This is an optimization exercise on Yosys and OpenROAD, whose aim is small area and a short achievable clock period, not a production implementation.
Where RTL was checked, it was by simulation tests only, not by an equivalence proof against the original.
No activity file was given, so power comes from the tool's default toggle rates.

==> trial 74: inputs <==
Design AHB_Mul, start of the top module:
module AHB_Mul(
    input HCLK,
    input HRESETn,
    input [31:0]M_AHB_0_haddr,
    input [2:0]M_AHB_0_hburst,
    input M_AHB_0_hmastlock,
    input [3:0]M_AHB_0_hprot,
    output reg [31:0]M_AHB_0_hrdata,
    output M_AHB_0_hready,
    output M_AHB_0_hresp,
    input [2:0]M_AHB_0_hsize,
    input [1:0]M_AHB_0_htrans,
    input [31:0]M_AHB_0_hwdata,
    input M_AHB_0_hwrite,
    output[3:0] led
    );
==> flow/config.mk <==
export PLATFORM = sky130hd
export DESIGN_NAME = AHB_Mul
export DESIGN_NICKNAME = AHB_Mul
export VERILOG_FILES = /design/flow/design.v
export SDC_FILE = /design/flow/constraint.sdc
export NUM_CORES = 4
export LEC_CHECK = 0
export ABC_AREA = 1
export CAP_MARGIN = 20
export CORE_MARGIN = 2
export CORE_UTILIZATION = 40
export PLACE_DENSITY = 0.6
export SETUP_SLACK_MARGIN = 3
export SLEW_MARGIN = 20
==> flow/constraint.sdc <==
create_clock -name core_clock -period 10.0 [get_ports {HCLK}]
set_input_delay 2.0000 -clock core_clock [delete_from_list [all_inputs] [get_ports {HCLK}]]
set_output_delay 2.0000 -clock core_clock [all_outputs]
set_load 0.01 [all_outputs]
standard.sh (not shown) runs the stock make flow with config.mk's settings and CLKGATE_MAP_FILE= SYNTH_SCRIPT=/design/flow/synth_recipe.tcl, a recipe that flattens the netlist after the stock synthesis.
==> flow/flow/run.sh <==
#!/bin/bash
# Own layout flow: the standard synthesis and layout, with two changes:
#  - after synthesis, fixfa.py removes the inverters that Yosys's full-adder
#    extraction leaves between adder cells (each adder may be swapped for its
#    complemented form, fa(~a,~b,~c) = ~fa(a,b,c));
#  - the port buffers are buf_4 cells instead of the slow delay buffers that
#    buffer_ports picks by default.
# Each tool's full output goes to a log file of its own in this folder.
set -euo pipefail
R=orfs/results/sky130hd/AHB_Mul/base
bash standard.sh synth > synth.log 2>&1
cp $R/1_2_yosys.v yosys_orig.v
python3 flow/fixfa.py yosys_orig.v $R/1_2_yosys.v > fixfa.log 2>&1
rm -f $R/1_synth.odb $R/1_synth.sdc
bash standard.sh BUFFER_PORTS_ARGS="-buffer_cell sky130_fd_sc_hd__buf_4" finish > finish.log 2>&1
Other scripts of this flow, unchanged in this note and not shown: flow/flow/fixfa.py
==> inputs of trial 55, as changes to trial 74 <==
Settings changed: SETUP_SLACK_MARGIN 3 to 4.5.
==> key figures <==
Run status
  – Run status: complete, no violations

Routing
  – DRT Pass-1 Iters: 6
  – Via count: 19500
  – Drt total wl: 84900 um
  – Uppermost layer routed: met4

Layout
  – Multi-In Gates: 1731
  – Commonest non-fill, non-tap cells in the layout: nand2_1, edfxtp_1, inv_1, o22ai_1, fa_1
  – Area of the multi-input gates: 13400 um^2
  – Inverters: 283

Global route
  – M3 GR Usage: 5.56%
  – GR Layer Usage met1: a little over a third

STA
  – Hold slack: 544 ps
  – FMAX: ~150 MHz
  – Worst Tran Pin Value: 1110 ps

Power
  – Clock power share: between 20% and 30%
  – Power Combinational: 2.31 mW
  – Sequential group share of total power: between 30% and 40%

Placed design
  – HPWL Detailed: between 50000 and 60000 um
the above is filed under trial 74

==> key figures <==
Routing
  – DRT Pass-1 Iters: 8
  – Uppermost layer routed: met5
  – Via count: ~20000
  – Drt total wl: around 91000 um

Layout
  – Multi-In Gates: 1733
  – Commonest non-fill, non-tap cells in the layout: nand2_1, edfxtp_1, inv_1, o22ai_1, buf_4
  – Commonest non-fill, non-tap cell in the layout: nand2_1
  – Area of the multi-input gates: 15400 um^2

Critical path
  – Crit Path Class: input pin to flop
  – Critical R2R Launch: p_s[26]$_DFFE_PP_

Run status
  – Run status: complete, no violations

Power
  – Clock power share: 23.2%
  – Power Combinational: 2.71 mW

Global route
  – GR Layer Usage met1: 36.3%
  – M3 GR Usage: 5.92%

STA
  – Hold slack: 541 ps
  – FMAX: 182 MHz

Placed design
  – HPWL Detailed: 59900 um
the above is filed under trial 55


========
==> inputs of run a <==
Another version of the RTL of AHB_Mul (not shown whole).
==> flow/design.v (excerpt) <==
module AHB_Mul(
    input HCLK,
    input HRESETn,
    input [31:0]M_AHB_0_haddr,
    input [2:0]M_AHB_0_hburst,
    input M_AHB_0_hmastlock,
    input [3:0]M_AHB_0_hprot,
    output reg [31:0]M_AHB_0_hrdata,
    output M_AHB_0_hready,
    output M_AHB_0_hresp,
    input [2:0]M_AHB_0_hsize,
    input [1:0]M_AHB_0_htrans,
    input [31:0]M_AHB_0_hwdata,
    input M_AHB_0_hwrite,
    output[3:0] led
    );
Settings: LEC_CHECK=0, ABC_AREA=1, CAP_MARGIN=20, CORE_MARGIN=2, CORE_UTILIZATION=40, PLACE_DENSITY=0.6, SETUP_SLACK_MARGIN=3, SLEW_MARGIN=20; clock period 10.0 ns.
Scripts as last shown in full above: flow/flow/run.sh
Other scripts of this flow, unchanged in this note and not shown: flow/flow/fixfa.py
==> run b (differences from run a) <==
--- a/flow/design.v
+++ b/flow/design.v
@@ -14,16 +14,17 @@
     input [31:0]M_AHB_0_hwdata,
     input M_AHB_0_hwrite,
     output[3:0] led
     );
     assign M_AHB_0_hready = 1'b1;
     assign M_AHB_0_hresp = 1'b0;
     reg [31:0] mem_A, mem_B, mem_C, mem_D, mem_E, mem_F, mem_G, mem_H;
     reg [31:0] p_s, p_c;      
+    reg [2:0] p_t;        
     reg        w_act;         
     reg [3:0]  addr_q;        
     assign led[3:0] = mem_A[3:0];
     always @(posedge HCLK) begin
         w_act  <= HRESETn & M_AHB_0_htrans[1] & M_AHB_0_hwrite;
         addr_q <= M_AHB_0_haddr[5:2];
     end
     wire [31:0] wd = M_AHB_0_hwdata;
@@ -44,23 +45,25 @@
         if (ld[5]) mem_F <= wdr;
         if (ld[6]) mem_G <= wdr;
         if (ld[7]) mem_H <= wdr;
     end
     reg p_one;
     wire p_en = w_act & (~addr_q[3] | p_we);
     always @(posedge HCLK)
         p_one <= ~HRESETn | (p_one & ~p_en);
-    wire [31:0] p = (p_one | p_we) ? 32'h1 : p_s + p_c;
+    wire [31:0] p = (p_one | p_we) ? 32'h1 : p_s + p_c + {^p_t, 31'h0};
     wire [31:0] ms, mc;
-    AHB_Mul_booth u_mul (.p(wd), .d(p), .ms(ms), .mc(mc));
+    wire [2:0] mt;
+    AHB_Mul_booth u_mul (.p(wd), .d(p), .ms(ms), .mc(mc), .mt(mt));
     always @(posedge HCLK) begin
         if (p_en) begin
             p_s <= ms;
             p_c <= mc;
+            p_t <= mt;
         end
     end
     always @(*) begin
         case (addr_q)
             4'h0 : M_AHB_0_hrdata = mem_A;
             4'h1 : M_AHB_0_hrdata = mem_B;
             4'h2 : M_AHB_0_hrdata = mem_C;
             4'h3 : M_AHB_0_hrdata = mem_D;
@@ -72,17 +75,18 @@
             default : M_AHB_0_hrdata = 32'h0;
         endcase
     end
 endmodule
 module AHB_Mul_booth(
     input  [31:0] p,
     input  [31:0] d,
     output [31:0] ms,
-    output [31:0] mc
+    output [31:0] mc,
+    output [2:0] mt
     );
     wire [32:0] pe = {p, 1'b0};
     wire [15:0] b_one, b_two, b_neg;
     genvar g;
     generate for (g = 0; g < 16; g = g + 1) begin : enc
         assign b_one[g] = pe[2*g+1] ^ pe[2*g];
         assign b_two[g] = (pe[2*g+2] & ~pe[2*g+1] & ~pe[2*g]) | (~pe[2*g+2] & pe[2*g+1] & pe[2*g]);
         assign b_neg[g] = pe[2*g+2];
@@ -812,32 +816,30 @@
     wire tx0 = pp0_31 ^ pp10_11;
     wire tx1 = pp11_9 ^ pp12_7;
     wire tx2 = pp13_5 ^ pp14_3;
     wire tx3 = pp15_1 ^ pp1_29;
     wire tx4 = pp2_27 ^ pp3_25;
     wire tx5 = pp4_23 ^ pp5_21;
     wire tx6 = pp6_19 ^ pp7_17;
     wire tx7 = pp8_15 ^ pp9_13;
-    wire tx8 = tx0 ^ tx1;
-    wire tx9 = tx2 ^ tx3;
-    wire tx10 = tx4 ^ tx5;
-    wire tx11 = tx6 ^ tx7;
-    wire tx12 = tx10 ^ tx11;
-    wire tx13 = tx8 ^ tx9;
-    wire tx14 = tx12 ^ tx13;
-    wire ty0 = hc6 ^ fc45;
-    wire ty1 = fc46 ^ fc6;
-    wire ty2 = fc7 ^ fc8;
-    wire ty3 = ty0 ^ ty1;
-    wire ty4 = ty2 ^ fc47;
-    wire ty5 = ty3 ^ fc48;
-    wire ty6 = fc97 ^ ty4;
-    wire ty7 = fc98 ^ ty5;
-    wire ty8 = ty6 ^ ty7;
-    wire ty9 = fc142 ^ fc99;
-    wire ty10 = ty8 ^ ty9;
-    wire ty11 = ty10 ^ fc143;
-    wire ty12 = ty11 ^ fc168;
-    wire ty13 = ty12 ^ fc195;
-    assign ms = {tx14, fc194, fc193, fc192, fc191, fc190, fc189, fc188, fc187, fc186, fc185, fc184, fc183, fc182, fc181, fc180, fc179, fc178, fc177, fc176, fc175, fc174, fc173, fc172, fc171, fc170, fc169, hc28, hc27, hs27, pp0_1, b_neg[0]};
-    assign mc = {ty13, fs195, fs194, fs193, fs192, fs191, fs190, fs189, fs188, fs187, fs186, fs185, fs184, fs183, fs182, fs181, fs180, fs179, fs178, fs177, fs176, fs175, fs174, fs173, fs172, fs171, fs170, fs169, hs28, pp1_0, 1'b0, pp0_0};
+    wire tx8 = hc6 ^ tx0;
+    wire tx9 = tx1 ^ tx2;
+    wire tx10 = tx3 ^ tx4;
+    wire tx11 = tx5 ^ tx6;
+    wire tx12 = tx7 ^ fc45;
+    wire tx13 = fc46 ^ fc6;
+    wire tx14 = fc7 ^ fc8;
+    wire tx15 = tx10 ^ tx11;
+    wire tx16 = tx8 ^ tx9;
+    wire tx17 = tx12 ^ tx13;
+    wire tx18 = tx14 ^ tx15;
+    wire tx19 = tx16 ^ fc47;
+    wire tx20 = tx17 ^ fc48;
+    wire tx21 = fc97 ^ tx18;
+    wire tx22 = tx19 ^ fc98;
+    wire tx23 = tx20 ^ tx21;
+    wire tx24 = tx22 ^ tx23;
+    wire tx25 = fc142 ^ tx24;
+    assign ms = {tx25, fc194, fc193, fc192, fc191, fc190, fc189, fc188, fc187, fc186, fc185, fc184, fc183, fc182, fc181, fc180, fc179, fc178, fc177, fc176, fc175, fc174, fc173, fc172, fc171, fc170, fc169, hc28, hc27, hs27, pp0_1, b_neg[0]};
+    assign mc = {fc195, fs195, fs194, fs193, fs192, fs191, fs190, fs189, fs188, fs187, fs186, fs185, fs184, fs183, fs182, fs181, fs180, fs179, fs178, fs177, fs176, fs175, fs174, fs173, fs172, fs171, fs170, fs169, hs28, pp1_0, 1'b0, pp0_0};
+    assign mt = {fc168, fc143, fc99};
 endmodule
Settings changed: SETUP_SLACK_MARGIN 3 to 4.
==> summary of the runs <==
- Run a finished clean. Run b completed without violations.
- Between run b and run a, the lower via count is in run a (gap 2.1%, measured against run a).
- In run b the non-clock buffer count is higher than in run a, by 15.
- Between run a and run b, the lower first-iteration DRC count is in run b (gap about 1.3%, measured against run b).
- In run a the utilization is lower than in run b, by 1.3 points.
- Of run a and run b, run a has the higher total power (gap 0.57%, measured against run b).
- Against run b, the sequential share of layout area of run a is higher by 0.81 points.
- Between run a and run b, the lower die area is in run a (gap 0.68%, measured against run b).
- Between run a and run b, the lower area after synthesis is in run a (gap 0.69%, measured against run b).
- Between run a and run b, the lower hold slack is in run b (gap 0.0030 ns).
==> figures <==
                                                                                run b       run a
Non-clock buffer instance count of the final layout                               125         110
Ratio of total power to cell area                                          200 nW/um2  207 nW/um2
Clock buffer instance count of the final layout                                    43          49
Routed via count divided by cell count                                           5.82        5.79
Clock buffers and inverters, area share                                         4.59%       4.20%
Portion of the clock cycle consumed by the worst path in the final layout       59.3%       67.4%
Smallest hold slack                                                          0.533 ns    0.536 ns
Slew at the pin with the worst max-slew slack                                 1.12 ns     1.07 ns
Total leakage power                                                           11.4 nW     11.4 nW
Worst IR Drop VDD                                                            0.128 mV    0.143 mV
Placeable core area                                                         61600 um2   61400 um2
Worst setup margin                                                            4.07 ns     3.26 ns
Length of routed met3 wiring                                                  8.03 mm     7.59 mm
Stages on worst setup path                                                         12          14
DIE HEIGHT                                                                     253 um      252 um
Layout inverter count without the clock tree                                      288         304
Seq pwr share                                                                   32.5%       32.4%
Clock sinks                                                                       328         325
Clock latency on the worst-skew pair                                          0.57 ns     0.58 ns
Outcome                                              no timing/DRC/antenna violations  no timing/DRC/antenna violations
No functional check of the RTL was part of run a.

========
==> inputs of onyx <==
Another version of the RTL of AHB_Mul (not shown whole).
clock: 10.0 ns
lec_check: 0
abc_area: 1
cap_margin: 20
core_margin: 2
core_utilization: 55
place_density: 0.7
setup_slack_margin: 4
slew_margin: 20
Scripts as last shown in full above: flow/flow/run.sh
Other scripts of this flow, unchanged in this note and not shown: flow/flow/fixfa.py
==> inputs of violet, as changes to onyx <==
--- a/flow/config.mk
+++ b/flow/config.mk
@@ -10,4 +10,4 @@
 export CORE_MARGIN = 2
-export CORE_UTILIZATION = 55
-export PLACE_DENSITY = 0.7
+export CORE_UTILIZATION = 40
+export PLACE_DENSITY = 0.6
 export SETUP_SLACK_MARGIN = 4
==> qor summary <==
Proportion of total power due to net switching: violet 0.3752; onyx 0.3747
Routed wire length on met3: violet 8507 um; onyx 8844 um
Met2 wire length: violet 39940 um; onyx 37920 um
DR WL/cell: violet 25.20 um; onyx 25.91 um
Core utilization of the finished layout: violet 0.4485; onyx 0.6133
Post_cts resized: violet 11; onyx 10
Non-clock buffer share: violet 0.03375; onyx 0.03210
Post-route met1 wirelength: violet 34320 um; onyx 30420 um
Result of the run: violet finished clean; onyx finished clean
Count of plain and timing-repair buffers in the layout: violet 125; onyx 118
Peak supply drop: violet 135.3 uV; onyx 187.2 uV
Half-perimeter wire length after detailed placement: violet 60490 um; onyx 57080 um
Power share of the combinational group: violet 0.405; onyx 0.408
Via density: violet 5.757; onyx 6.301
Fraction of layout instances using a drive strength above 1: violet 0.09942; onyx 0.09623
Area Overhead vs Synth: violet 11.36%; onyx 10.15%
Total leakage power: violet 11.90 nW; onyx 11.88 nW
Sequential group share of total power: violet 0.333; onyx 0.328
Power Total: violet 0.005542 W; onyx 0.005627 W
Minimum setup slack in the final design: violet 4.042 ns; onyx 4.012 ns
Transition time of the tightest slew-check pin: violet 1.083 ns; onyx 1.080 ns
Net load switching power: violet 0.002079 W; onyx 0.002108 W
Floorplan row count: violet 92; onyx 78

========
==> 10-03 <==
Another version of the RTL of AHB_Mul (not shown whole).
==> module AHB_Mul, before the edit <==
module AHB_Mul(
    input HCLK,
    input HRESETn,
    input [31:0]M_AHB_0_haddr,
    input [2:0]M_AHB_0_hburst,
    input M_AHB_0_hmastlock,
    input [3:0]M_AHB_0_hprot,
    output reg [31:0]M_AHB_0_hrdata,
    output M_AHB_0_hready,
    output M_AHB_0_hresp,
    input [2:0]M_AHB_0_hsize,
    input [1:0]M_AHB_0_htrans,
    input [31:0]M_AHB_0_hwdata,
    input M_AHB_0_hwrite,
    output[3:0] led
    );
    assign M_AHB_0_hready = 1'b1;
    assign M_AHB_0_hresp = 1'b0;
    reg [31:0] mem_A, mem_B, mem_C, mem_D, mem_E, mem_F, mem_G, mem_H;
    reg [31:0] p_s, p_c;      
    reg        w_act;         
    reg [3:0]  addr_q;        
    assign led[3:0] = mem_A[3:0];
    always @(posedge HCLK) begin
        w_act  <= HRESETn & M_AHB_0_htrans[1] & M_AHB_0_hwrite;
        addr_q <= M_AHB_0_haddr[5:2];
    end
    wire [31:0] wd = M_AHB_0_hwdata;
    wire mul_we = w_act & ~addr_q[3];
    wire p_we   = w_act & (addr_q == 4'h8);
    wire [31:0] wdr = wd & {32{HRESETn}};
    wire [7:0] ld;
    genvar i;
    generate for (i = 0; i < 8; i = i + 1) begin : g_ld
        assign ld[i] = ~HRESETn | (w_act & (addr_q == i));
    end endgenerate
    always @(posedge HCLK) begin
        if (ld[0]) mem_A <= wdr;
        if (ld[1]) mem_B <= wdr;
        if (ld[2]) mem_C <= wdr;
        if (ld[3]) mem_D <= wdr;
        if (ld[4]) mem_E <= wdr;
        if (ld[5]) mem_F <= wdr;
        if (ld[6]) mem_G <= wdr;
        if (ld[7]) mem_H <= wdr;
    end
    wire [31:0] p = p_s + p_c;
    wire [31:0] ms, mc;
    AHB_Mul_booth u_mul (.p(p), .d(wd), .ms(ms), .mc(mc));
    always @(posedge HCLK) begin
        if (!HRESETn) begin
            p_s <= 32'h1;
            p_c <= 32'h0;
        end else if (p_we) begin
            p_s <= wd;
            p_c <= 32'h0;
        end else if (mul_we) begin
            p_s <= ms;
            p_c <= mc;
        end
    end
    always @(*) begin
        case (addr_q)
            4'h0 : M_AHB_0_hrdata = mem_A;
            4'h1 : M_AHB_0_hrdata = mem_B;
            4'h2 : M_AHB_0_hrdata = mem_C;
            4'h3 : M_AHB_0_hrdata = mem_D;
            4'h4 : M_AHB_0_hrdata = mem_E;
            4'h5 : M_AHB_0_hrdata = mem_F;
            4'h6 : M_AHB_0_hrdata = mem_G;
            4'h7 : M_AHB_0_hrdata = mem_H;
            4'h8 : M_AHB_0_hrdata = p;
            default : M_AHB_0_hrdata = 32'h0;
        endcase
    end
endmodule
export LEC_CHECK = 0
export ABC_AREA = 1
export CAP_MARGIN = 20
export CORE_MARGIN = 2
export CORE_UTILIZATION = 40
export PLACE_DENSITY = 0.6
export SLEW_MARGIN = 20
create_clock -name core_clock -period 10.0 [get_ports {HCLK}]
run.sh (not shown) runs the stock make flow with config.mk's settings and CLKGATE_MAP_FILE= SYNTH_SCRIPT=/design/flow/synth_recipe.tcl, a recipe that flattens the netlist after the stock synthesis.
Stock flow here: none of the scripts above is used.
==> 06-14 (differences from 10-03) <==
--- a/flow/design.v
+++ b/flow/design.v
@@ -47,3 +47,7 @@
     end
-    wire [31:0] p = p_s + p_c;
+    reg p_one;
+    wire p_en = w_act & (~addr_q[3] | p_we);
+    always @(posedge HCLK)
+        p_one <= ~HRESETn | (p_one & ~p_en);
+    wire [31:0] p = (p_one | p_we) ? 32'h1 : p_s + p_c;
     wire [31:0] ms, mc;
@@ -51,9 +55,3 @@
     always @(posedge HCLK) begin
-        if (!HRESETn) begin
-            p_s <= 32'h1;
-            p_c <= 32'h0;
-        end else if (p_we) begin
-            p_s <= wd;
-            p_c <= 32'h0;
-        end else if (mul_we) begin
+        if (p_en) begin
             p_s <= ms;
--- a/flow/config.mk
+++ b/flow/config.mk
@@ -12,2 +12,3 @@
 export PLACE_DENSITY = 0.6
+export SETUP_SLACK_MARGIN = 5
 export SLEW_MARGIN = 20
==> comparison table <==
Number of antenna violations at the first check in global routing: 06-14 0; 10-03 1
Mapped cell area: 06-14 25260 µm²; 10-03 25850 µm²
Combined area of the multi-input logic cells: 06-14 15770 µm²; 10-03 14590 µm²
Total vias in the final route: 06-14 21720; 10-03 22290
Unique cell type count in the Yosys netlist: 06-14 57; 10-03 44
Worst path setup slack after routing: 06-14 4.035 ns; 10-03 2.938 ns
Antenna diodes: 06-14 0; 10-03 1
Aggregate global-route resource usage: 06-14 28.12%; 10-03 28.25%
Mean cell area of the mapped netlist: 06-14 9.627 µm²; 10-03 8.829 µm²
Number of buffer and inverter stages on the critical path: 06-14 6; 10-03 2
Critical Path Sink: 06-14 p_c[31]; 10-03 p_c[31]
Result of the run: 06-14 no timing/DRC/antenna violations; 10-03 no timing/DRC/antenna violations
Non-clock buffer area fraction after layout: 06-14 9.777%; 10-03 4.078%
Fraction of synthesized cell area taken by the top area cell type: 06-14 37.92%; 10-03 29.74%
Multi-input gates: 06-14 1720; 10-03 2010
Metal1 wirelength: 06-14 35420 µm; 10-03 38510 µm
Final standard cell utilization of the core: 06-14 52.59%; 10-03 44.71%
Relative area change from synthesis to final layout: 06-14 30.60%; 10-03 11.09%
Layout cell share with drive strength beyond 1: 06-14 30.21%; 10-03 7.034%
Multi-input gate share of the layout cell area: 06-14 47.80%; 10-03 50.80%
Minimum clock period: 06-14 5.965 ns; 10-03 7.062 ns
Register share of total power: 06-14 34.7%; 10-03 15.0%
Number of placed cells counting well taps: 06-14 3446; 10-03 3746
Pin count of the biggest net entering global routing: 06-14 65; 10-03 61
Filler cell count in the final layout: 06-14 5389; 10-03 6234
Power share of the combinational group: 06-14 37.7%; 10-03 72.2%
Fraction of area in clock buffers and inverters: 06-14 3.682%; 10-03 4.235%
No functional check of the RTL was part of any run of this note.

## afterwards: timing with drivers on the ports
Ports are ideal in the flow. The routed layouts listed here were re-timed in OpenROAD.
Step 1: set_driving_cell puts a clkbuf_16 on HCLK and a buf_2 on each other input, an assumption about the parent block.
Step 2, shift: input delay + t, output delay - t, t = (earliest + latest rising clock arrival at the registers) / 2. This alone moves slack from input paths to output paths.
Slacks: no drivers / after step 1 / after step 2; pairs: no drivers / after step 1.
| run | t, ns | setup WS [ns] | worst setup path after step 2 | latest minus earliest clock arrival (ns) | cell pins on the clock port's net |
|---|---|---|---|---|---|
| trial 74 | 0.621 | 3.221 / 3.246 / 2.625 | input to register | 0.037 / 0.037 | 1 |
| trial 55 | 0.627 | 4.515 / 4.485 / 3.857 | input to register | 0.037 / 0.037 | 1 |
| run a | 0.621 | 3.256 / 3.261 / 2.640 | input to register | 0.028 / 0.027 | 1 |
| run b | 0.619 | 4.066 / 4.071 / 3.477 | input to register | 0.039 / 0.040 | 1 |
| onyx | 0.634 | 4.012 / 3.998 / 3.367 | input to register | 0.026 / 0.026 | 1 |
| violet | 0.639 | 4.042 / 4.017 / 3.428 | input to register | 0.044 / 0.043 | 1 |
| 10-03 | 0.613 | 2.938 / 2.971 / 2.359 | input to register | 0.033 / 0.033 | 1 |
| 06-14 | 0.635 | 4.035 / 4.035 / 3.453 | input to register | 0.033 / 0.033 | 1 |
After both steps setup and hold are still met in every run listed. The setup slack of trial 55, which loses most, moves by -0.030 ns with the drivers and by -0.658 ns with both steps.
